What follows belongs to an exercise in optimizing a design on an open flow for small area; a production flow would make more cautious choices. For this run, only the layout was checked, not whether the RTL still works. No activity file was given, so power comes from the tool's default toggle rates.

==> config.mk <==
export PLATFORM = sky130hd
export DESIGN_NAME = VGA_Display
export DESIGN_NICKNAME = VGA_Display
export VERILOG_FILES = /design/flow/design.v
export SDC_FILE = /design/flow/constraint.sdc
export NUM_CORES = 4
export LEC_CHECK = 0
export CAP_MARGIN = 20
export CORE_MARGIN = 2
export CORE_UTILIZATION = 40
export SLEW_MARGIN = 20
==> constraint.sdc <==
create_clock -name core_clock -period 10.0 [get_ports {clk}]
set_input_delay 2.0000 -clock core_clock [delete_from_list [all_inputs] [get_ports {clk}]]
set_output_delay 2.0000 -clock core_clock [all_outputs]
set_load 0.01 [all_outputs]
==> design.v <==
`timescale 1ns / 1ps
module Sync_Controller(
    input clk,
    input rst,
    output vga_out_hsync,
    output vga_out_vsync,
    output [9:0] X_Pixel,
    output [9:0] Y_Pixel,
	 output active
    );
localparam HActive = 10'd630;
localparam HBack = 10'd48;		 
localparam HFront = 10'd16;
localparam HSync = 10'd96;		 
localparam VActive = 10'd480;
localparam VBack = 10'd31;
localparam VFront = 10'd11;
localparam VSync = 10'd2;		 
reg [9:0] Count_X;
reg [9:0] Count_Y;
wire H_MAX = (Count_X == (HActive + HBack + HFront + HSync - 1'b1) );
wire V_MAX = (Count_Y == (VActive + VBack + VFront + VSync - 1'b1) );
always @ (posedge clk or posedge rst)	begin
	if (rst)
		Count_X <= 10'b0; 
	else if (H_MAX)
		Count_X <= 10'b0;
	else
		Count_X <= Count_X + 1'b1;
end
always @ (posedge clk or posedge rst) begin
	if (rst)
		Count_Y <= 10'b0;
	else if (V_MAX && H_MAX)
		Count_Y <= 10'b0;
	else if (H_MAX)
		Count_Y <= Count_Y + 1'b1;
	else
		Count_Y <= Count_Y; 
end
assign vga_out_hsync = ~(Count_X < HActive + HFront + HSync && Count_X >= HActive + HFront);
assign vga_out_vsync = ~(Count_Y <= (VActive + VFront + VSync) && Count_Y >= (VActive + VFront) );
assign X_Pixel = Count_X;
assign Y_Pixel = Count_Y;
wire ActiveH = (Count_X < HActive);
wire ActiveV = (Count_Y < VActive);
assign active = ActiveH && ActiveV;
endmodule
`timescale 1ns / 1ps
module blocks_generator(
	 input clk,
	 input rst,
	 input [24:0] collision_ball,
	 output [9:0] b1,
	 output [9:0] b2,
	 output [9:0] b3,
	 output [9:0] b4,
	 output [9:0] b5,
	 output [9:0] b6,
	 output [9:0] b7,
	 output [9:0] b8,
	 output [9:0] b9,
	 output [9:0] b10,
	 output [9:0] b11,
	 output [9:0] b12,
	 output [9:0] b13,
	 output [9:0] b14,
	 output [9:0] b15,
	 output [9:0] b16,
	 output [9:0] b17,
	 output [9:0] b18,
	 output [9:0] b19,
	 output [9:0] b20,
	 output [9:0] r1,
	 output [9:0] r2,
	 output [9:0] r3,
	 output [9:0] r4,
	 output [9:0] r5,
	 output [9:0] G1_Y,
	 output [9:0] G2_Y,
	 output [9:0] G3_Y,
	 output [9:0] G4_Y,
	 output [9:0] G5_Y,
	 output [9:0] G6_Y,
	 output [9:0] block_width,
	 output [9:0] rock_width,
	 output [9:0] rock2_width
    );
assign b1 = (collision_ball[0]) ? 10'd640 : 10'd30;
assign b2 = (collision_ball[1]) ? 10'd640 : 10'd100;
assign b3 = (collision_ball[2]) ? 10'd640 : 10'd30;
assign b4 = (collision_ball[3]) ? 10'd640 : 10'd100;
assign b5 = (collision_ball[4]) ? 10'd640 : 10'd30;
assign b6 = (collision_ball[5]) ? 10'd640 : 10'd100;
assign b7 = (collision_ball[6]) ? 10'd640 : 10'd30;
assign b8 = (collision_ball[7]) ? 10'd640 : 10'd100;
assign b9 = (collision_ball[8]) ? 10'd640 : 10'd220;
assign b10 = (collision_ball[9]) ? 10'd640 : 10'd305;
assign b11 = (collision_ball[10]) ? 10'd640 : 10'd220;
assign b12 = (collision_ball[11]) ? 10'd640 : 10'd305;
assign b13 = (collision_ball[12]) ? 10'd640 : 10'd450;	
assign b14 = (collision_ball[13]) ? 10'd640 : 10'd520;
assign b15 = (collision_ball[14]) ? 10'd640 : 10'd450;
assign b16 = (collision_ball[15]) ? 10'd640 : 10'd520;
assign b17 = (collision_ball[16]) ? 10'd640 : 10'd450;
assign b18 = (collision_ball[17]) ? 10'd640 : 10'd520;
assign b19 = (collision_ball[18]) ? 10'd640 : 10'd450;
assign b20 = (collision_ball[19]) ? 10'd640 : 10'd520;
assign r1 = (collision_ball[20]) ? 10'd640 : 10'd170;
assign r2 = (collision_ball[21]) ? 10'd640 : 10'd400;
assign r3 = (collision_ball[22]) ? 10'd640 : 10'd220;
assign r4 = (collision_ball[23]) ? 10'd640 : 10'd170;
assign r5 = (collision_ball[24]) ? 10'd640 : 10'd400;
assign G1_Y = 10'd40;
assign G2_Y = 10'd100;
assign G3_Y = 10'd130;
assign G4_Y = 10'd180;
assign G5_Y = 10'd230;
assign G6_Y = 10'd290;
assign block_width = 10'd60;
assign rock_width = 10'd30;
assign rock2_width = 10'd170;
endmodule
`timescale 1ns / 1ps
module BCD7segment(
    input [3:0] IN,
    output reg [6:0] OUT
    );
always @ (IN)
begin
	case (IN)
0: OUT = 7'b0000001;
1: OUT = 7'b1001111;
2: OUT = 7'b0010010;
3: OUT = 7'b0000110;
4: OUT = 7'b1001100;
5: OUT = 7'b0100100;
6: OUT = 7'b0100000;
7: OUT = 7'b0001111;
8: OUT = 7'b0000000;
9: OUT = 7'b0000100;
10: OUT = 7'b0001000;
11: OUT = 7'b0000000;
12: OUT = 7'b0110001;
13: OUT = 7'b0000001;
14: OUT = 7'b0110000;
15: OUT = 7'b0111000;
endcase
end
endmodule
`timescale 1ns / 1ps
module moduloNcounter(
	 input clk,
	 input tick,
    input rst,
    output [3:0] Q,
    input EN,
    input [4:0] N
    );
reg [3:0] Q1;
always @ (posedge clk or posedge rst)
begin
if (rst)
	Q1 <= 4'b0;
else if (!tick)
	Q1 <= Q1;
else if( (Q1 == N) & EN)
	Q1 <= 4'b0;
else if(EN)
		Q1 <= Q1+1'b1;
else
		Q1 <= Q1;
end
assign Q = Q1;
endmodule
`timescale 1ns / 1ps
module Counter(
	 input clk,
	 input Score,
	 input rst,
    output [3:0] out0,
    output [3:0] out1
    );
reg Score_d;
always @ (posedge clk or posedge rst)
if (rst)
	Score_d <= 1'b0;
else
	Score_d <= Score;
wire fall = Score_d & ~Score;
moduloNcounter first(.clk(clk), .tick(fall), .rst(rst), .Q(out0), .EN(1'b1), .N(5'd9));
moduloNcounter second(.clk(clk), .tick(fall), .rst(rst), .Q(out1), .EN(out0 == 4'd9), .N(5'd9));
endmodule
`timescale 1ns / 1ps
module CounterSequence(
	 input clk,
	 input Score_update,			 
    input rst,
    output reg [3:0] Q,
    input EN,
    input [4:0] N
    );
always @ (posedge clk or posedge rst)
begin
if (rst)
	Q <= 0;
else if (!Score_update)
	Q <= Q;
else if(Q == N & EN)
	Q <= 0;
else
	if(EN)
		Q<= Q+1'b1;
	else
		Q <= Q;
end
endmodule
`timescale 1ns / 1ps
module ScoreCounter(
    input clk,
    input tick,				 
	 input Score_P1_update,
	 input Score_P2_update,
    input rst,
    output reg [6:0] OUT,
    output reg [3:0] EN
    );
wire [3:0] out0, out2;
wire [3:0] out1, out3;
wire [6:0] bcd0, bcd1, bcd2, bcd3;
wire [3:0] sel_MUX;
Counter	P1(.clk(clk), .Score(Score_P1_update), .rst(rst), .out0(out0), .out1(out1));
Counter	P2(.clk(clk), .Score(Score_P2_update), .rst(rst), .out0(out2), .out1(out3));
BCD7segment		BCD0(out0, bcd0);
BCD7segment		BCD1(out1, bcd1);
BCD7segment		BCD2(out2, bcd2);
BCD7segment		BCD3(out3, bcd3);
CounterSequence cont(.clk(clk), .Score_update(tick),.rst(rst), .Q(sel_MUX), .EN(1'b1), .N(5'd3));
always @ (posedge clk or posedge rst)		 
begin
	if (rst)
		EN <= 4'b1111;
	else if (tick)
	case(sel_MUX)
	0: EN <= 4'b0111;
	1: EN <= 4'b1011;
	2: EN <= 4'b1101;
	3: EN <= 4'b1110;
	default: EN <= EN;
	endcase
end
always @ (posedge clk or posedge rst)		 
begin
	if (rst)
		OUT <= 7'b1111111;
	else if (tick)
	case(sel_MUX)
	0: OUT <= bcd3;
	1: OUT <= bcd2;
	2: OUT <= bcd1;
	3: OUT <= bcd0;
	default: OUT <= OUT;
	endcase
end
endmodule
`timescale 1ns / 1ps
module Game_Clock_Divider(
    input clk,
    input rst,
    input fast,				 
    output out_clk
    );
reg [31:0] counter;
wire [31:0] limit = fast ? 32'd63 : 32'd33750;
always @ (posedge clk or posedge rst)
if (rst)
	counter <= 32'd0;
else if (counter >= limit)
	counter <= 32'd0;
else
	counter <= counter + 1;
assign out_clk = (counter >= limit);
endmodule
`timescale 1ns / 1ps
module paddle_clock(
    input clk,
    input rst,
    input fast,				 
    output out_clk
    );
reg [31:0] counter;
wire [31:0] limit = fast ? 32'd79 : 32'd43750;
always @ (posedge clk or posedge rst)
if (rst)
	counter <= 32'd0;
else if (counter >= limit)
	counter <= 32'd0;
else
	counter <= counter + 1;
assign out_clk = (counter >= limit);
endmodule
`timescale 1ns / 1ps
module Paddle(
    input clk,
    input rst,
    input en,					 
    input [1:0] controls,		 
	 input [6:0] paddle_width,
    output reg [9:0] paddle_x
    );
always @ (posedge clk or posedge rst)
if (rst)
	paddle_x <= 10'd295;  
else if (!en)
	paddle_x <= paddle_x;
else if((controls == 2'd1) && (paddle_x - paddle_width > 20))
	paddle_x <= paddle_x - 2'b10;		 
else if ((controls == 2'd2) && (paddle_x + paddle_width < 610))
	paddle_x <= paddle_x + 2'b10;
else
	paddle_x <= paddle_x;
endmodule
`timescale 1ns / 1ps
module Ball(
    input clk,
    input rst,
    input en,				 
    output [9:0] ball_x,
    output [9:0] ball_y,
    input [3:0] collision	 
    );
reg [9:0] Vx, Vy;
reg [9:0] Bx, By;
always @ (posedge clk or posedge rst)
	if(rst)	begin
		Bx <= 10'd295;
		By <= 10'd240;
		Vx <= 10'd1;
		Vy <= 10'b1111111111;
	end
	else if (!en) begin
		Bx <= Bx;
		By <= By;
	end
	else if (collision == 4'd0)	begin
		Bx <= 10'd295;
		By <= 10'd240;
		Vx <= 10'd1;
		Vy <= 10'b1111111111;
	end
	else if(collision == 4'd1) begin	 
		Vy <= 10'd2;
		if(Vx == 10'd2 || Vx == 10'd3)
			Vx <= 10'd2;
		else
			Vx <= 10'b1111111110;
	end
	else if (collision == 4'd2) begin 
		Vy <= 10'd1;
		if(Vx == 10'd2 || Vx == 10'd3)
			Vx <= 10'd3;
		else
			Vx <= 10'b1111111101;
	end
	else if (collision == 4'd3) begin	 
		Vy <= 10'b1111111110;
		if(Vx == 10'd2 || Vx == 10'd3)
			Vx <= 10'd2;
		else
			Vx <=10'b1111111110;
	end	
	else if (collision == 4'd4) begin	 
		Vy <= 10'b1111111111;
		if(Vx == 10'd2 || Vx == 10'd3)
			Vx <=10'd3;
		else
			Vx <= 10'b1111111101;
	end
	else if (collision == 4'd5) 	 
		if (Vx == 10'b1111111101)
			Vx <= 10'd3;
		else
			Vx <= 10'd2;
	else if (collision == 4'd6)	 
		if(Vx == 10'd3)
			Vx <= 10'b1111111101;
		else
			Vx <= 10'b1111111110;
	else if (collision == 4'd7)begin
		Bx <= Bx + Vx;
		By <= By + Vy;
	end
	else begin
		Bx <= Bx;
		By <= By;
	end
assign ball_x = Bx;
assign ball_y = By;
endmodule
`timescale 1ns / 1ps
module ClkDiv_66_67kHz(
    CLK,
    RST,
    CLKOUT,
    RISE,
    FALL
    );
	input CLK;
	input RST;
	output CLKOUT;
	output RISE;
	output FALL;
	reg CLKOUT;
	parameter cntEndVal = 10'd187;
	reg [9:0] clkCount;
	assign RISE = (clkCount == cntEndVal) & ~CLKOUT;
	assign FALL = (clkCount == cntEndVal) & CLKOUT;
	always @(posedge CLK or posedge RST) begin
			if(RST == 1'b1) begin
					CLKOUT <= 1'b0;
					clkCount <= 10'b0000000000;
			end
			else begin
					if(clkCount == cntEndVal) begin
							CLKOUT <= ~CLKOUT;
							clkCount <= 10'b0000000000;
					end
					else begin
							clkCount <= clkCount + 1'b1;
					end
			end
	end
endmodule
`timescale 1ns / 1ps
module ClkDiv_5Hz(
    CLK,
    RST,
    CLKOUT
    );
	input CLK;
	input RST;
	output CLKOUT;
	reg CLKOUT;
	parameter cntEndVal = 24'd49999;
	reg [23:0] clkCount;
	always @(posedge CLK or posedge RST) begin
			if(RST == 1'b1) begin
					CLKOUT <= 1'b0;
					clkCount <= 24'h000000;
			end
			else begin
					if(clkCount == cntEndVal) begin
							CLKOUT <= ~CLKOUT;
							clkCount <= 24'h000000;
					end
					else begin
							clkCount <= clkCount + 1'b1;
					end
			end
	end
endmodule
`timescale 1ns / 1ps
module spiCtrl(
			CLK,
			FALL,
			RST,
			sndRec,
			BUSY,
			DIN,
			RxData,
			SS,
			getByte,
			sndData,
			DOUT
    );
			input CLK;
			input FALL;						 
			input RST;						 
			input sndRec;					 
			input BUSY;						 
			input [7:0] DIN;				 
			input [7:0] RxData;			 
			output SS;						 
			output getByte;				 
			output [7:0] sndData;		 
			output [39:0] DOUT;			 
			reg SS;
			reg getByte;
			reg [7:0] sndData;
			reg [39:0] DOUT;
			parameter [2:0] Idle = 3'd0,
								 Init = 3'd1,
								 Wait = 3'd2,
								 Check = 3'd3,
								 Done = 3'd4;
			reg [2:0] pState;
			reg [2:0] byteCnt;					 
			parameter byteEndVal = 3'd5;				 
			reg [39:0] tmpSR;		 
	always @(posedge CLK or posedge RST) begin
			if(RST == 1'b1) begin
					SS <= 1'b1;
					getByte <= 1'b0;
					sndData <= 8'h00;
					tmpSR <= 40'h0000000000;
					DOUT <= 40'h0000000000;
					byteCnt <= 3'd0;
					pState <= Idle;
			end
			else if(FALL) begin
					case(pState)
								Idle : begin
										SS <= 1'b1;								 
										getByte <= 1'b0;						 
										sndData <= 8'h00;						 
										tmpSR <= 40'h0000000000;			 
										DOUT <= DOUT;							 
										byteCnt <= 3'd0;						 
										if(sndRec == 1'b1) begin
											pState <= Init;
										end
										else begin
											pState <= Idle;
										end
								end
								Init : begin
										SS <= 1'b0;								 
										getByte <= 1'b1;						 
										sndData <= DIN;						 
										tmpSR <= tmpSR;						 
										DOUT <= DOUT;							 
										if(BUSY == 1'b1) begin
												pState <= Wait;
												byteCnt <= byteCnt + 1'b1;	 
										end
										else begin
												pState <= Init;
										end
								end
								Wait : begin
										SS <= 1'b0;								 
										getByte <= 1'b0;						 
										sndData <= sndData;					 
										tmpSR <= tmpSR;						 
										DOUT <= DOUT;							 
										byteCnt <= byteCnt;					 
										if(BUSY == 1'b0) begin
												pState <= Check;
										end
										else begin
												pState <= Wait;
										end
								end
								Check : begin
										SS <= 1'b0;								 
										getByte <= 1'b0;						 
										sndData <= sndData;					 
										tmpSR <= {tmpSR[31:0], RxData};	 
										DOUT <= DOUT;							 
										byteCnt <= byteCnt;					 
										if(byteCnt == 3'd5) begin
												pState <= Done;
										end
										else begin
												pState <= Init;
										end
								end
								Done : begin
										SS <= 1'b1;							 
										getByte <= 1'b0;					 
										sndData <= 8'h00;					 
										tmpSR <= tmpSR;					 
										DOUT[39:0] <= tmpSR[39:0];		 
										byteCnt <= byteCnt;				 
										if(sndRec == 1'b0) begin
												pState <= Idle;
										end
										else begin
												pState <= Done;
										end
								end
								default : pState <= Idle;
						endcase
			end
	end
endmodule
`timescale 1ns / 1ps
module spiMode0(
    CLK,
    SCK,
    RISE,
    FALL,
    RST,
    sndRec,
    DIN,
    MISO,
    MOSI,
    SCLK,
	 BUSY,
    DOUT
    );
			input CLK;
			input SCK;						 
			input RISE;						 
			input FALL;						 
			input RST;						 
			input sndRec;					 
			input [7:0] DIN;				 
			input MISO;						 
			output MOSI;					 
			output SCLK;					 
			output BUSY;					 
			output [7:0] DOUT;			 
			wire MOSI;
			wire SCLK;
			wire [7:0] DOUT;
			reg BUSY;
			parameter [1:0] Idle = 2'd0,
								 Init = 2'd1,
								 RxTx = 2'd2,
								 Done = 2'd3;
			reg [4:0] bitCount;							 
			reg [7:0] rSR;						 
			reg [7:0] wSR;						 
			reg [1:0] pState;					 
			reg CE;										 
			assign SCLK = (CE == 1'b1) ? SCK : 1'b0;
			assign MOSI = wSR[7];
			assign DOUT = rSR;
			always @(posedge CLK or posedge RST) begin
					if(RST == 1'b1) begin
							wSR <= 8'h00;
					end
					else if(FALL) begin
							case(pState)
									Idle : begin
											wSR <= DIN;
									end
									Init : begin
											wSR <= wSR;
									end
									RxTx : begin
											if(CE == 1'b1) begin
													wSR <= {wSR[6:0], 1'b0};
											end
									end
									Done : begin
											wSR <= wSR;
									end
							endcase
					end
			end
			always @(posedge CLK or posedge RST) begin
					if(RST == 1'b1) begin
							rSR <= 8'h00;
					end
					else if(RISE) begin
							case(pState)
									Idle : begin
											rSR <= rSR;
									end
									Init : begin
											rSR <= rSR;
									end
									RxTx : begin
											if(CE == 1'b1) begin
													rSR <= {rSR[6:0], MISO};
											end
									end
									Done : begin
											rSR <= rSR;
									end
							endcase
					end
			end
			always @(posedge CLK or posedge RST) begin
					if(RST == 1'b1) begin
							CE <= 1'b0;				 
							BUSY <= 1'b0;			 
							bitCount <= 4'h0;		 
							pState <= Idle;		 
					end
					else if(FALL) begin
							case (pState)
								Idle : begin
										CE <= 1'b0;				 
										BUSY <= 1'b0;			 
										bitCount <= 4'd0;		 
										if(sndRec == 1'b1) begin
											pState <= Init;
										end
										else begin
											pState <= Idle;
										end
								end
								Init : begin
										BUSY <= 1'b1;			 
										bitCount <= 4'h0;		 
										CE <= 1'b0;				 
										pState <= RxTx;		 
								end
								RxTx : begin
										BUSY <= 1'b1;						 
										bitCount <= bitCount + 1'b1;	 
										if(bitCount >= 4'd8) begin
												CE <= 1'b0;
										end
										else begin
												CE <= 1'b1;
										end
										if(bitCount == 4'd8) begin
												pState <= Done;
										end
										else begin
												pState <= RxTx;
										end
								end
								Done : begin
										CE <= 1'b0;			 
										BUSY <= 1'b1;		 
										bitCount <= 4'd0;	 
										pState <= Idle;
								end
								default : pState <= Idle;
							endcase
					end
			end
endmodule
`timescale 1ns / 1ps
module PmodJSTK(
			CLK,
			RST,
			sndRec,
			DIN,
			MISO,
			SS,
			SCLK,
			MOSI,
			DOUT
    );
			input CLK;						 
			input RST;						 
			input sndRec;					 
			input [7:0] DIN;				 
			input MISO;						 
			output SS;						 
			output SCLK;					 
			output MOSI;					 
			output [39:0] DOUT;			 
			wire SS;
			wire SCLK;
			wire MOSI;
			wire [39:0] DOUT;
			wire getByte;									 
			wire [7:0] sndData;							 
			wire [7:0] RxData;							 
			wire BUSY;										 
			wire iSCLK;
			wire sRise, sFall;										 
			spiCtrl SPI_Ctrl(
					.CLK(CLK),
					.FALL(sFall),
					.RST(RST),
					.sndRec(sndRec),
					.BUSY(BUSY),
					.DIN(DIN),
					.RxData(RxData),
					.SS(SS),
					.getByte(getByte),
					.sndData(sndData),
					.DOUT(DOUT)
			);
			spiMode0 SPI_Int(
					.CLK(CLK),
					.SCK(iSCLK),
					.RISE(sRise),
					.FALL(sFall),
					.RST(RST),
					.sndRec(getByte),
					.DIN(sndData),
					.MISO(MISO),
					.MOSI(MOSI),
					.SCLK(SCLK),
					.BUSY(BUSY),
					.DOUT(RxData)
			);
			ClkDiv_66_67kHz SerialClock(
					.CLK(CLK),
					.RST(RST),
					.CLKOUT(iSCLK),
					.RISE(sRise),
					.FALL(sFall)
			);
endmodule
`timescale 1ns / 1ps
module VGA_Display(input clk, input left, input left_2, input rst, input switch, input AI_switch,
						 output [2:0] R, output [2:0] G, output [1:0] B, output vga_out_vsync, output vga_out_hsync,
						 output reg flag, output [6:0] OUT, output[3:0] EN,
						 input MISO, output SS, output MOSI, output SCLK, 
						 input MISO_P2, output SS_P2, output MOSI_P2, output SCLK_P2 ,output test,
						 input fast);
wire pixel_clk = clk;
wire game_clk;
wire temp_clk;
wire ball_clk = (switch) ? temp_clk : game_clk;
wire [9:0] X_Pixel;
wire [9:0] Y_Pixel;
wire active;
wire [9:0] paddle_x_P1;		 
wire [9:0] paddle_x_P2;
parameter [6:0] paddle_width = 7'd60;
wire [9:0] ball_x;
wire [9:0] ball_y;
wire [5:0] collision_ball;
wire [4:0] ball_size;
assign ball_size = 5'd20;
wire RightBorder = (X_Pixel >= 610 && X_Pixel <= 630);
wire LeftBorder = (X_Pixel >= 0 && X_Pixel <= 20);
wire TopBorder = (Y_Pixel >= 0 && Y_Pixel <= 20);
wire border_Rico = (RightBorder | LeftBorder | TopBorder);
wire border = (RightBorder | LeftBorder);
wire paddle_P1 = ( (X_Pixel <= paddle_x_P1 + paddle_width) && (X_Pixel >= paddle_x_P1 - paddle_width) ) && (Y_Pixel >= 460 && Y_Pixel < 480);
wire paddle_P2 = ( (X_Pixel <= paddle_x_P2 + paddle_width) && (X_Pixel >= paddle_x_P2 - paddle_width) ) && (Y_Pixel >= 0 && Y_Pixel < 20);
wire paddle_P1_left = (X_Pixel >= paddle_x_P1 - paddle_width && X_Pixel <= paddle_x_P1 - paddle_width + 40);
wire paddle_P1_right = (X_Pixel <= paddle_x_P1 + paddle_width && X_Pixel >= paddle_x_P1 + paddle_width - 40);
wire paddle_P2_left = (X_Pixel >= paddle_x_P2 - paddle_width && X_Pixel <= paddle_x_P2 - paddle_width + 40);
wire paddle_P2_right = (X_Pixel <= paddle_x_P2 + paddle_width && X_Pixel >= paddle_x_P2 + paddle_width - 40);
wire ball = (X_Pixel >= ball_x && X_Pixel <= ball_x + ball_size && Y_Pixel >= ball_y && Y_Pixel <= ball_y + ball_size);
wire ball_reset = (ball_y > 530);
wire [9:0] b1;
wire [9:0] b2;
wire [9:0] b3;
wire [9:0] b4;
wire [9:0] b5;
wire [9:0] b6;
wire [9:0] b7;
wire [9:0] b8;
wire [9:0] b9;
wire [9:0] b10;
wire [9:0] b11;
wire [9:0] b12;
wire [9:0] b13;
wire [9:0] b14;
wire [9:0] b15;
wire [9:0] b16;
wire [9:0] b17;
wire [9:0] b18;
wire [9:0] b19;
wire [9:0] b20;
wire [9:0] r1;
wire [9:0] r2;
wire [9:0] r3;
wire [9:0] r4;
wire [9:0] r5;
wire [9:0] G1_Y;
wire [9:0] G2_Y;
wire [9:0] G3_Y;
wire [9:0] G4_Y;
wire [9:0] G5_Y;
wire [9:0] G6_Y;
wire [24:0] collision_blocks;
wire [9:0] block_width;
wire [9:0] rock_width;
wire [9:0] rock2_width;
wire [9:0] s = 10'd30;
wire Block1 = (X_Pixel >= b1 && X_Pixel <= b1 + block_width && Y_Pixel >= G1_Y + 20 - s && Y_Pixel <= G3_Y - 10 - s); 																										
wire Block2 = (X_Pixel >= b2 && X_Pixel <= b2 + block_width && Y_Pixel >= G1_Y + 20 - s && Y_Pixel <= G3_Y - 10 - s);							
wire Block3 = (X_Pixel >= b3 && X_Pixel <= b3 + block_width && Y_Pixel >= G3_Y - s && Y_Pixel <= G3_Y + 50 - s);																		
wire Block4 = (X_Pixel >= b4 && X_Pixel <= b4 + block_width && Y_Pixel >= G3_Y - s && Y_Pixel <= G3_Y + 50 - s);																
wire Block5 = (X_Pixel >= b5 && X_Pixel <= b5 + block_width && Y_Pixel >= G5_Y - s && Y_Pixel <= G6_Y - 10 - s);
wire Block6 = (X_Pixel >= b6 && X_Pixel <= b6 + block_width && Y_Pixel >= G5_Y - s && Y_Pixel <= G6_Y - 10 - s);
wire Block7 = (X_Pixel >= b7 && X_Pixel <= b7 + block_width && Y_Pixel >= G6_Y - s && Y_Pixel <= G6_Y + 50 - s);
wire Block8 = (X_Pixel >= b8 && X_Pixel <= b8 + block_width && Y_Pixel >= G6_Y - s && Y_Pixel <= G6_Y + 50 - s);														
wire Block9 = (X_Pixel >= b9 && X_Pixel <= b10 - 20 && Y_Pixel >= G1_Y + 20 - s && Y_Pixel <= G3_Y - 10 - s);		
wire Block10 = (X_Pixel >= b10 && X_Pixel <= r2 - 20 && Y_Pixel >= G1_Y + 20 - s && Y_Pixel <= G3_Y - 10 - s);		
wire Block11 = (X_Pixel >= b11 && X_Pixel <= b12 - 20 && Y_Pixel >= G3_Y - s && Y_Pixel <= G3_Y + 50 - s);		
wire Block12 = (X_Pixel >= b12 && X_Pixel <= r2 - 20 && Y_Pixel >= G3_Y - s && Y_Pixel <= G3_Y + 50 - s);		
wire Block13 = (X_Pixel >= b13 && X_Pixel <= b14 - 10 && Y_Pixel >= G1_Y + 20 - s && Y_Pixel <= G3_Y - 10 - s);		
wire Block14 = (X_Pixel >= b14 && X_Pixel <= b14 + 60 && Y_Pixel >= G1_Y + 20 - s && Y_Pixel <= G3_Y - 10 - s);		
wire Block15 = (X_Pixel >= b15 && X_Pixel <= b16 - 10 && Y_Pixel >= G3_Y - s && Y_Pixel <= G3_Y + 50 - s);		
wire Block16 = (X_Pixel >= b16 && X_Pixel <= b16 + 60 && Y_Pixel >= G3_Y - s && Y_Pixel <= G3_Y + 50 - s);		
wire Block17 = (X_Pixel >= b17 && X_Pixel <= b18 - 10 && Y_Pixel >= G5_Y - s && Y_Pixel <= G6_Y - 10 - s);		
wire Block18 = (X_Pixel >= b18 && X_Pixel <= b18 + 60 && Y_Pixel >= G5_Y - s && Y_Pixel <= G6_Y - 10 - s);		
wire Block19 = (X_Pixel >= b19 && X_Pixel <= b20 - 10 && Y_Pixel >= G6_Y - s && Y_Pixel <= G6_Y + 50 - s);		
wire Block20 = (X_Pixel >= b20 && X_Pixel <= b20 + 60&& Y_Pixel >= G6_Y - s && Y_Pixel <= G6_Y + 50 - s);		
wire Rock1 = (X_Pixel >= r1 && X_Pixel <= r1 + rock_width && Y_Pixel >= G1_Y + 20 - s && Y_Pixel <= G3_Y + 50 - s);		
wire Rock2 = (X_Pixel >= r2 && X_Pixel <= r2 + rock_width && Y_Pixel >= G1_Y + 20 - s && Y_Pixel <= G3_Y + 50 - s);		
wire Rock4 = (X_Pixel >= r4 && X_Pixel <= r4 + rock_width && Y_Pixel >= G5_Y - s && Y_Pixel <= G5_Y + 110 - s);		
wire Rock5 = (X_Pixel >= r5 && X_Pixel <= r5 + rock_width && Y_Pixel >= G5_Y - s && Y_Pixel <= G5_Y + 110 - s);
wire Rocks = (Rock1 || Rock2 || Rock5 || Rock4);
wire Blocks = (Block1 || Block2 || Block3 || Block4 || Block5 || Block6 || Block7 || 
					Block8 || Block9 || Block10 || Block11 || Block12 || Block13 || Block14 ||
					Block15|| Block16 || Block17 || Block18 || Block19 || Block20);																
wire ball_top = (X_Pixel == ball_x + (ball_size)/2 && Y_Pixel <= ball_y - 8 && Y_Pixel >= ball_y  - 13);
wire ball_bot = (X_Pixel == ball_x + (ball_size)/2 && Y_Pixel >= ball_y + ball_size + 8 && Y_Pixel <= ball_y  + ball_size + 13);
wire ball_right = (X_Pixel >= ball_x + ball_size + 8 && X_Pixel <= ball_x + ball_size + 13 && Y_Pixel == ball_y + (ball_size)/2);
wire ball_left = (X_Pixel <= ball_x - 8 && X_Pixel >= ball_x - 13 && Y_Pixel == ball_y + (ball_size)/2);
wire ball_top_2 = (X_Pixel == ball_x + (ball_size)/2 && Y_Pixel == ball_y - 5);
wire ball_bot_2 = (X_Pixel == ball_x + (ball_size)/2 && Y_Pixel == ball_y + ball_size + 5);
wire ball_right_2 = (X_Pixel == ball_x + ball_size + 5 && Y_Pixel == ball_y + (ball_size)/2);
wire ball_left_2 = (X_Pixel == ball_x - 5 && Y_Pixel == ball_y + (ball_size)/2);
wire ball_all_2 = (ball_top_2 || ball_left_2 || ball_right_2 || ball_bot_2);
wire ball_all = (ball_top || ball_left || ball_right || ball_bot);
wire ANYTHING = (switch) ?  (paddle_P1 || border_Rico || Rocks) : (paddle_P1 || border || paddle_P2);
wire CLK = clk;
wire RST = rst;
wire [7:0] sndData;
wire [7:0] sndData_P2;
wire sndRec;
wire sndRec_P2;
wire [39:0] jstkData;
wire [39:0] jstkData_P2;
wire [9:0] posData;
wire [9:0] posData_P2;
PmodJSTK PmodJSTK_Int(
					.CLK(CLK),
					.RST(RST),
					.sndRec(sndRec),
					.DIN(sndData),
					.MISO(MISO),
					.SS(SS),
					.SCLK(SCLK),
					.MOSI(MOSI),
					.DOUT(jstkData) );
PmodJSTK PmodJSTK_Int2(
					.CLK(CLK),
					.RST(RST),
					.sndRec(sndRec),
					.DIN(sndData_P2),
					.MISO(MISO_P2),
					.SS(SS_P2),
					.SCLK(SCLK_P2),
					.MOSI(MOSI_P2),
					.DOUT(jstkData_P2) );
ClkDiv_5Hz genSndRec(
					.CLK(CLK),
					.RST(RST),
					.CLKOUT(sndRec)
			);
assign posData = {jstkData[25:24], jstkData[39:32]};
assign posData_P2 = {jstkData_P2[25:24], jstkData_P2[39:32]};
assign sndData = {10'b10000010};
assign sndData_P2 = {10'b10000001};
assign test = (posData > 480) && (posData < 490);
ScoreCounter SCounter (clk, ball_clk, (ball_y >= 1'b1 && ball_y <= 2), (ball_y >= 480 && ball_y <= 482), rst, OUT, EN);
Game_Clock_Divider game_divider (clk, rst, fast, game_clk);	 
paddle_clock ball_p (clk, rst, fast, temp_clk);					 
Sync_Controller controller(.clk(pixel_clk), .rst(rst), .vga_out_vsync(vga_out_vsync), .vga_out_hsync(vga_out_hsync), .X_Pixel(X_Pixel), .Y_Pixel(Y_Pixel), .active(active));
wire [1:0] left_P2 = (posData_P2 > 550) ? 2 : (posData_P2 < 400) ? 1 : 0;
wire [1:0] left_ai = (paddle_x_P2 > ball_x && ball_y < 300) ? 1'b1 : (paddle_x_P2 < ball_x && ball_y < 300) ? 2'd2 : 2'd0;
wire [1:0] controls_P1 = (posData > 550) ? 2 : (posData < 400) ? 1 : 0;
wire [1:0] controls_P2 = (AI_switch) ? left_ai : left_P2;
Paddle P1 (clk, rst, game_clk, controls_P1, paddle_width, paddle_x_P1);
Paddle P2 (clk, rst, game_clk, controls_P2, paddle_width, paddle_x_P2);
Ball ball_module (clk, rst, ball_clk, ball_x, ball_y, collision_ball);	 
blocks_generator Blocks_Gen (pixel_clk, rst, collision_blocks, b1, b2, b3, b4, b5, b6, b7, b8, b9, b10, b11, b12, b13, b14, b15, b16, b17, b18, b19, b20,
 r1, r2, r3, r4, r5, G1_Y, G2_Y, G3_Y, G4_Y, G5_Y, G6_Y, block_width, rock_width, rock2_width);
reg [3:0] CBall;
always @ (posedge pixel_clk or posedge rst) begin		 
	if (rst) begin
		CBall <= 4'd7;
		flag <= 0;
		end
	else if(game_clk)begin
		CBall <= 4'd7;
		flag <= 0;
	end
	else if (ANYTHING && ball_top_2 && !flag && !border) begin
		flag <= 1;
		if(paddle_P1_left || paddle_P1_right)
			CBall <= 4'd2;
		else
			CBall <= 4'd1;
		end
	else if (ANYTHING && ball_bot_2 && !flag && !border) begin
		flag <= 1;
		if(paddle_P2_left || paddle_P2_right) 
			CBall <= 4'd4;
		else
			CBall <= 4'd3;
		end
	else if (ANYTHING && ball_left_2 && !flag && !paddle_P1 && !paddle_P2) begin
		CBall <= 4'd5;
		flag <= 1;
		end
	else if (ANYTHING && ball_right_2 && !flag && !paddle_P1 && !paddle_P2) begin
		CBall <= 4'd6;
		flag <= 1;
		end
	else if (ball_reset) begin
		CBall <= 4'd0;
	end	
end
reg [24:0] CBlocks;
reg flag_block;
wire detect = (CBall[0] || CBall[1] || CBall[2] || CBall[3]);
always @ (posedge pixel_clk or posedge rst) begin
	if (rst) begin
		CBlocks <= 20'b0;
		flag_block <= 0;
		end
	else if (ball_all_2 && Block1) 
		CBlocks <= CBlocks | (20'd1);
	else if (ball_all_2 && Block2) 
		CBlocks <= CBlocks | (20'd2);
	else if (ball_all_2 && Block3)
		CBlocks <= CBlocks | (20'd4);
	else if (ball_all_2 && Block4) 
		CBlocks <= CBlocks | (20'd8);
	else if (ball_all_2 && Block5) 
		CBlocks <= CBlocks | (20'd16);
	else if (ball_all_2 && Block6) 
		CBlocks <= CBlocks | (20'd32);
	else if (ball_all_2 && Block7) 
		CBlocks <= CBlocks | (20'd64);
	else if (ball_all_2 && Block8) 
		CBlocks <= CBlocks | (20'd128);
	else if (ball_all_2 && Block9) 
		CBlocks <= CBlocks | (20'd256);
	else if (ball_all_2 && Block10) 
		CBlocks <= CBlocks | (20'd512);
	else if (ball_all_2 && Block11) 
		CBlocks <= CBlocks | (1024);
	else if (ball_all_2 && Block12) 
		CBlocks <= CBlocks | (20'd2048);
	else if (ball_all_2 && Block13) 
		CBlocks <= CBlocks | (20'd4096);
	else if (ball_all_2 && Block14) 
		CBlocks <= CBlocks | (20'd8192);
	else if (ball_all_2 && Block15) 
		CBlocks <= CBlocks | (20'd16384);
	else if (ball_all_2 && Block16) 
		CBlocks <= CBlocks | (20'd32768);
	else if (ball_all_2 && Block17) 
		CBlocks <= CBlocks | (20'd65536);
	else if (ball_all_2 && Block18) 
		CBlocks <= CBlocks | (20'd131072);
	else if (ball_all_2 && Block19) 
		CBlocks <= CBlocks | (20'd262144);
	else if (ball_all_2 && Block20) 
		CBlocks <= CBlocks | (20'd524288);
	else if (ball_reset) begin
		CBlocks <= 20'b0;
		flag_block <= 0;
		end
end
wire pong = border || paddle_P1 || paddle_P2 || ball;
wire ricochet = border_Rico || paddle_P1 || ball || Blocks;
wire R_temp = (switch) ? (ricochet ^ border_Rico ^ Blocks) & active : (pong ^ paddle_P1) & active;
wire B_temp = (switch) ? (ricochet ^ Blocks ^ ball ^ Rocks) & active : (pong ^ paddle_P2 ^ ball) & active;
wire G_temp = (switch) ? (ricochet ^ border_Rico ^ ball ^ Rocks) & active : (pong ^ ball) & active;
assign R = (R_temp) ? 3'b111 : 3'b000;
assign G = (G_temp) ? 3'b111 : 3'b000;
assign B = (B_temp) ? 2'b11 : 2'b00;
assign collision_ball = CBall;
assign collision_blocks = CBlocks;
endmodule
==> run.sh <==
#!/bin/bash
# synth_recipe.tcl (not shown) runs the flow's synth.tcl, then flattens the netlist and writes it again
# the make line also repeats each setting of config.mk as NAME=value (left out here)
make -C /OpenROAD-flow-scripts/flow DESIGN_CONFIG=/design/flow/config.mk WORK_HOME=/design/flow/orfs CLKGATE_MAP_FILE= SYNTH_SCRIPT=/design/flow/synth_recipe.tcl finish
==> run notes <==
power by group:
part	internal [mW]	switching [mW]	leakage, nW	total, mW
clock network	1.22	0.733	0.878	1.96
logic	1.11	1.45	8.55	2.56
registers	1.73	0.252	5.25	1.98
total	4.07	2.43	14.7	6.50
synthesized netlist by cell type (34+ instances only):
cell                         n
sky130_fd_sc_hd__a21o_1     50
sky130_fd_sc_hd__a21oi_1   166
sky130_fd_sc_hd__a22o_1     95
sky130_fd_sc_hd__and3_1     34
sky130_fd_sc_hd__clkbuf_1  108
sky130_fd_sc_hd__dfrtp_1   362
sky130_fd_sc_hd__dfstp_2    37
sky130_fd_sc_hd__ha_1      404
sky130_fd_sc_hd__inv_1     175
sky130_fd_sc_hd__mux2_2     49
sky130_fd_sc_hd__nand2_1   240
sky130_fd_sc_hd__nand2b_1   39
sky130_fd_sc_hd__nand3_1   118
sky130_fd_sc_hd__nand4_1    56
sky130_fd_sc_hd__nor2_1    234
sky130_fd_sc_hd__nor2b_1    50
sky130_fd_sc_hd__nor3_1     83
sky130_fd_sc_hd__nor4_1     44
sky130_fd_sc_hd__o21ai_0   209
sky130_fd_sc_hd__xnor2_1   126
sky130_fd_sc_hd__xor2_1     84
per-layer routing:
metal  GRT usage (%)  up-vias  wire length [um]
li1                -    11800                 -
met1            26.4    11400             34800
met2            29.0      372             31300
met3            2.24       89              2570
met4            4.13        0              1290
met5               0        -                 0
metrics by stage:
step           hold slack, ns  setup slack [ns]  area, um2  instances
6_report                0.477              2.29      32700       4242
5_1_grt                 0.485              2.00      32700       4242
4_1_cts                 0.477              2.34      32700       4242
3_5_place_dp            0.464              2.98      30900       4154
3_3_place_gp            0.463              2.96      30900       4154
2_1_floorplan           0.443              2.66      29700       3277
final cells by class:
cell class | instances | area (um2) | area share (%)
tap | 959 | 1200 | 3.66
sequential | 399 | 10000 | 30.7
inverter | 178 | 672 | 2.05
clock inverter | 26 | 435 | 1.33
clock buffer | 62 | 1360 | 4.17
timing repair buffer | 66 | 596 | 1.82
multi-input combinational | 2552 | 18400 | 56.3
registers in the layout (all words and copies together) (netlist names), 9 cells and up:
name                                cells
P1.paddle_x                             9
game_divider.counter                   32
ball_module.Bx                         10
PmodJSTK_Int.SPI_Ctrl.DOUT             10
ball_module.By                         10
Blocks_Gen.collision_ball              20
PmodJSTK_Int.SerialClock.clkCount      10
genSndRec.clkCount                     24
PmodJSTK_Int2.SPI_Ctrl.DOUT            10
controller.Count_Y                     10
PmodJSTK_Int2.SPI_Ctrl.tmpSR           40
PmodJSTK_Int2.SerialClock.clkCount     10
controller.Count_X                     10
P2.paddle_x                             9
PmodJSTK_Int.SPI_Ctrl.tmpSR            40
ball_p.counter                         32
logic make-up (layout without fill, tap and decap cells):
family	after synthesis	in the layout	synth area share, %
AOI/OAI and AO/OA	810	810	18.2
xor gates and xnor gates	210	210	6.21
adders and majority gates	409	409	17.4
buffers and inverters	326	332	4.38
DFF	399	399	33.9
muxes	63	63	2.42
other	1	30	0.0127
and+or+nand+nor	1030	1030	17.6
critical path: cells and delay by family (launching register included):
kind / cells / cell delay, ns
DFF: 1 / 0.58
AOI/OAI and AO/OA: 4 / 0.81
buffers and inverters: 3 / 1.39
and+or+nand+nor: 4 / 1.99
muxes: 1 / 0.33
worst paths after layout:
path | from | end
min reg2reg | PmodJSTK_Int.SerialClock.clkCount[9]$_DFF_PP0_ | PmodJSTK_Int.SerialClock.clkCount[9]$_DFF_PP0_
min | PmodJSTK_Int.SerialClock.clkCount[9]$_DFF_PP0_ | PmodJSTK_Int.SerialClock.clkCount[9]$_DFF_PP0_
max in group asynchronous | rst | ball_module.Vy[8]$_DFFE_PP1P_
max reg2reg | ball_module.By[3]$_DFFE_PP0P_ | Blocks_Gen.collision_ball[17]$_DFFE_PP0P_
max | controller.Count_X[7]$_DFF_PP0_ | G[1]
min in group asynchronous | rst | PmodJSTK_Int.SPI_Ctrl.tmpSR[18]$_DFFE_PP0P_
==> run notes <==
Drt:
- The number of optimization iterations in the first detailed-route pass is 5.
- The sum of routed wire length over all layers is 70.0 mm.
- In this run the remaining antenna-violating nets after routing total 0.
- For this block, the via count after detailed routing is 23600.
- The number of vias per cell is 5.56.
- The number of remaining DRC errors is 0.
- The routed wirelength normalized by instance count is 16.5 um.
- The first routing iteration left 1522 violations.

Floorplanning:
- After floorplanning, the core was sized to cover 73200 um2.
- For this configuration, the core starts out at a cell density of 40.5%.
- The die covers 76300 um2.
- For this design the top-level I/O count stands at 38.
- The width of the chip is 276 um.
- From bottom edge to top edge, the die measures 276 um.
- Row generation in the floorplan step produced 99 rows.

Layout:
- Cells with a size suffix above 1 make up 7.55% of the layout.
- The library cells used most frequently in the layout, excluding fill and tap cells, are sky130_fd_sc_hd__ha_1 (404), sky130_fd_sc_hd__dfrtp_1 (355), sky130_fd_sc_hd__nand2_1 (240).
- The number of fill cells in the layout is 7065.
- The area growth from synthesis to layout is 10.5%.
- The net count of the finished layout is 3661.
- The final cell utilization of the core is 44.7%.
- The number of inserted diodes is 0.
- The most common library cell in the layout ignoring fill and taps is sky130_fd_sc_hd__ha_1.

Outcome:
- The flow ran to the end and the layout has no timing, DRC or antenna violations.

Clock tree:
- For this design, the sink count on the clock tree is 399.
- The maximum count of clock buffers along a single path is 3.
- The post-CTS clock slew at the launch and capture registers of the worst setup and hold paths is 0.06 ns.
- The root buffer cell is sky130_fd_sc_hd__clkbuf_16.
- The count of hold buffers inserted by post-cts repair is 0.
- The CTS tree is done.
- Post-CTS repair changed the size of 0 cells.
- After clock tree synthesis, the setup repair step added 0 buffers.
- The total clock buffers created by CTS is 47.
- The source-to-sink clock delay at the later pin of the worst-skew pair is 0.60 ns.
- The H-tree was split into 2 levels.

GRT:
- Global routing used 18.2% of the available tracks across all layers.
- The first global-routing pass estimated 118 mm of wire.
- The initial antenna violation count is 0.
- The maximum number of pins on one net before global-route repair is 163.
- The sum of overflow across all layers after global routing is 0.
- The number of global-route vias before repair is 22500.

Critical path:
- The cell with the most instances on the worst path is sky130_fd_sc_hd__o211ai_1.
- The longest individual stage delay on the worst path is 0.71 ns.
- Data on the critical path is required at its endpoint by 8.00 ns.
- The critical path data arrival time is 5.71 ns.
- Traced cell by cell, the critical path runs through buf_4 -> inv_2 -> nor3b_1 -> o211ai_1 -> a21o_1 -> o211ai_1 -> nand4_1 -> or4b_1 -> or4_4 -> mux2_1 -> a21oi_1 -> clkdlybuf4s50_1.
- STA classifies the critical path endpoint as an output port.
- The slowest cell on the critical path is sky130_fd_sc_hd__or4b_1.
- Setup slack on the worst reg-to-reg path comes out at 5.02 ns.
- STA classifies the critical path startpoint as a register.
- The worst setup path is of the register to output port kind.
- For the worst flop-to-flop path, the logic depth is 12.
- In this run the worst path has a maximum fanout of 33.

Yosys:
- The yosys synthesis warning count is 16.
- Counting flops and latches in the post-synthesis netlist gives 399.
- In the synthesized netlist the dominant register cell turns out to be sky130_fd_sc_hd__dfrtp_1.
- The sequential element share of the synthesized area is 33.9%.
- Yosys attributes the largest share of cell area to sky130_fd_sc_hd__dfrtp_1 (31%), sky130_fd_sc_hd__ha_1 (17%), sky130_fd_sc_hd__xnor2_1 (3.7%).
- The cell area that synthesis handed to floorplanning was 29600 um2.
- Summed over its instances, the top area cell type makes up 30.6% of the synthesized netlist area.
- The synthesized area per cell is 9.12 um2.
- Synthesis instantiated 97 different standard cells from the library.
- The number of flops mapped to enable cells by yosys is 0.
- The largest total area in the synthesized netlist belongs to sky130_fd_sc_hd__dfrtp_1.
- Synthesis handed over a netlist of 3248 instances.
- After synthesis, the share of flip-flops with an asynchronous set or reset is 100%.

STA:
- Measured against its own limit, the worst slew margin works out to 35.1%.
- The clock period could shrink to 7.71 ns.
- The count of final max-slew check failures was 0.
- The total negative slack for setup checks is 0 ns.
- The hold violation count in the final report is 0.
- The pin slew with the least headroom to its limit is 0.970 ns.
- Setup repair after global routing left no endpoint under its margin.
- Setup violations remaining at the end of the flow were counted as 0.
- Between clock sinks in the finished design, the worst skew comes to 0.0205 ns.
- The fmax is 0.130 GHz.
- The post-route clock period utilization is 77.1%.

Pwr:
- Across the VDD grid, the largest voltage drop is 0.000150 V.
- The power density over the cells is 198 nW/um2.
- The leakage power is 14.7 nW.
- The total power consumption of the routed design is 6.50 mW.

Placement:
- The global placer's final weighted congestion is 0.872.
- Port buffering added 35 buffers.
- Once detailed placement completed, the half-perimeter wirelength came to 48.2 mm.

Worst hold path:
- Counting instances, the worst hold path has a depth of 1.
- The min-delay analysis places its worst path in the category register to register.

Run:
- The number of max-cap violations is 0.

static timing again, ports no longer ideal:
How much do the figures lean on ideal ports? The routed layout below was timed once more, with nothing changed but the port constraints.
Step 1, drivers: a clkbuf_16 drives clk and a buf_2 each remaining input, both assumed.
Step 2 moves the port delays by t, midway between the first and last clock arrival at a register: inputs arrive t later, outputs are due t later. That takes back most of the time a late clock gives input paths.
Slacks: no drivers / after step 1 / after step 2; pairs: no drivers / after step 1.
t, ns: 0.641
setup slack, ns: 2.292 / 2.238 / 2.879
cell pins on the clock port's net: 1
After both steps setup and hold are still met in this run. The setup slack of this run moves by -0.054 ns with the drivers and by +0.587 ns with both steps.
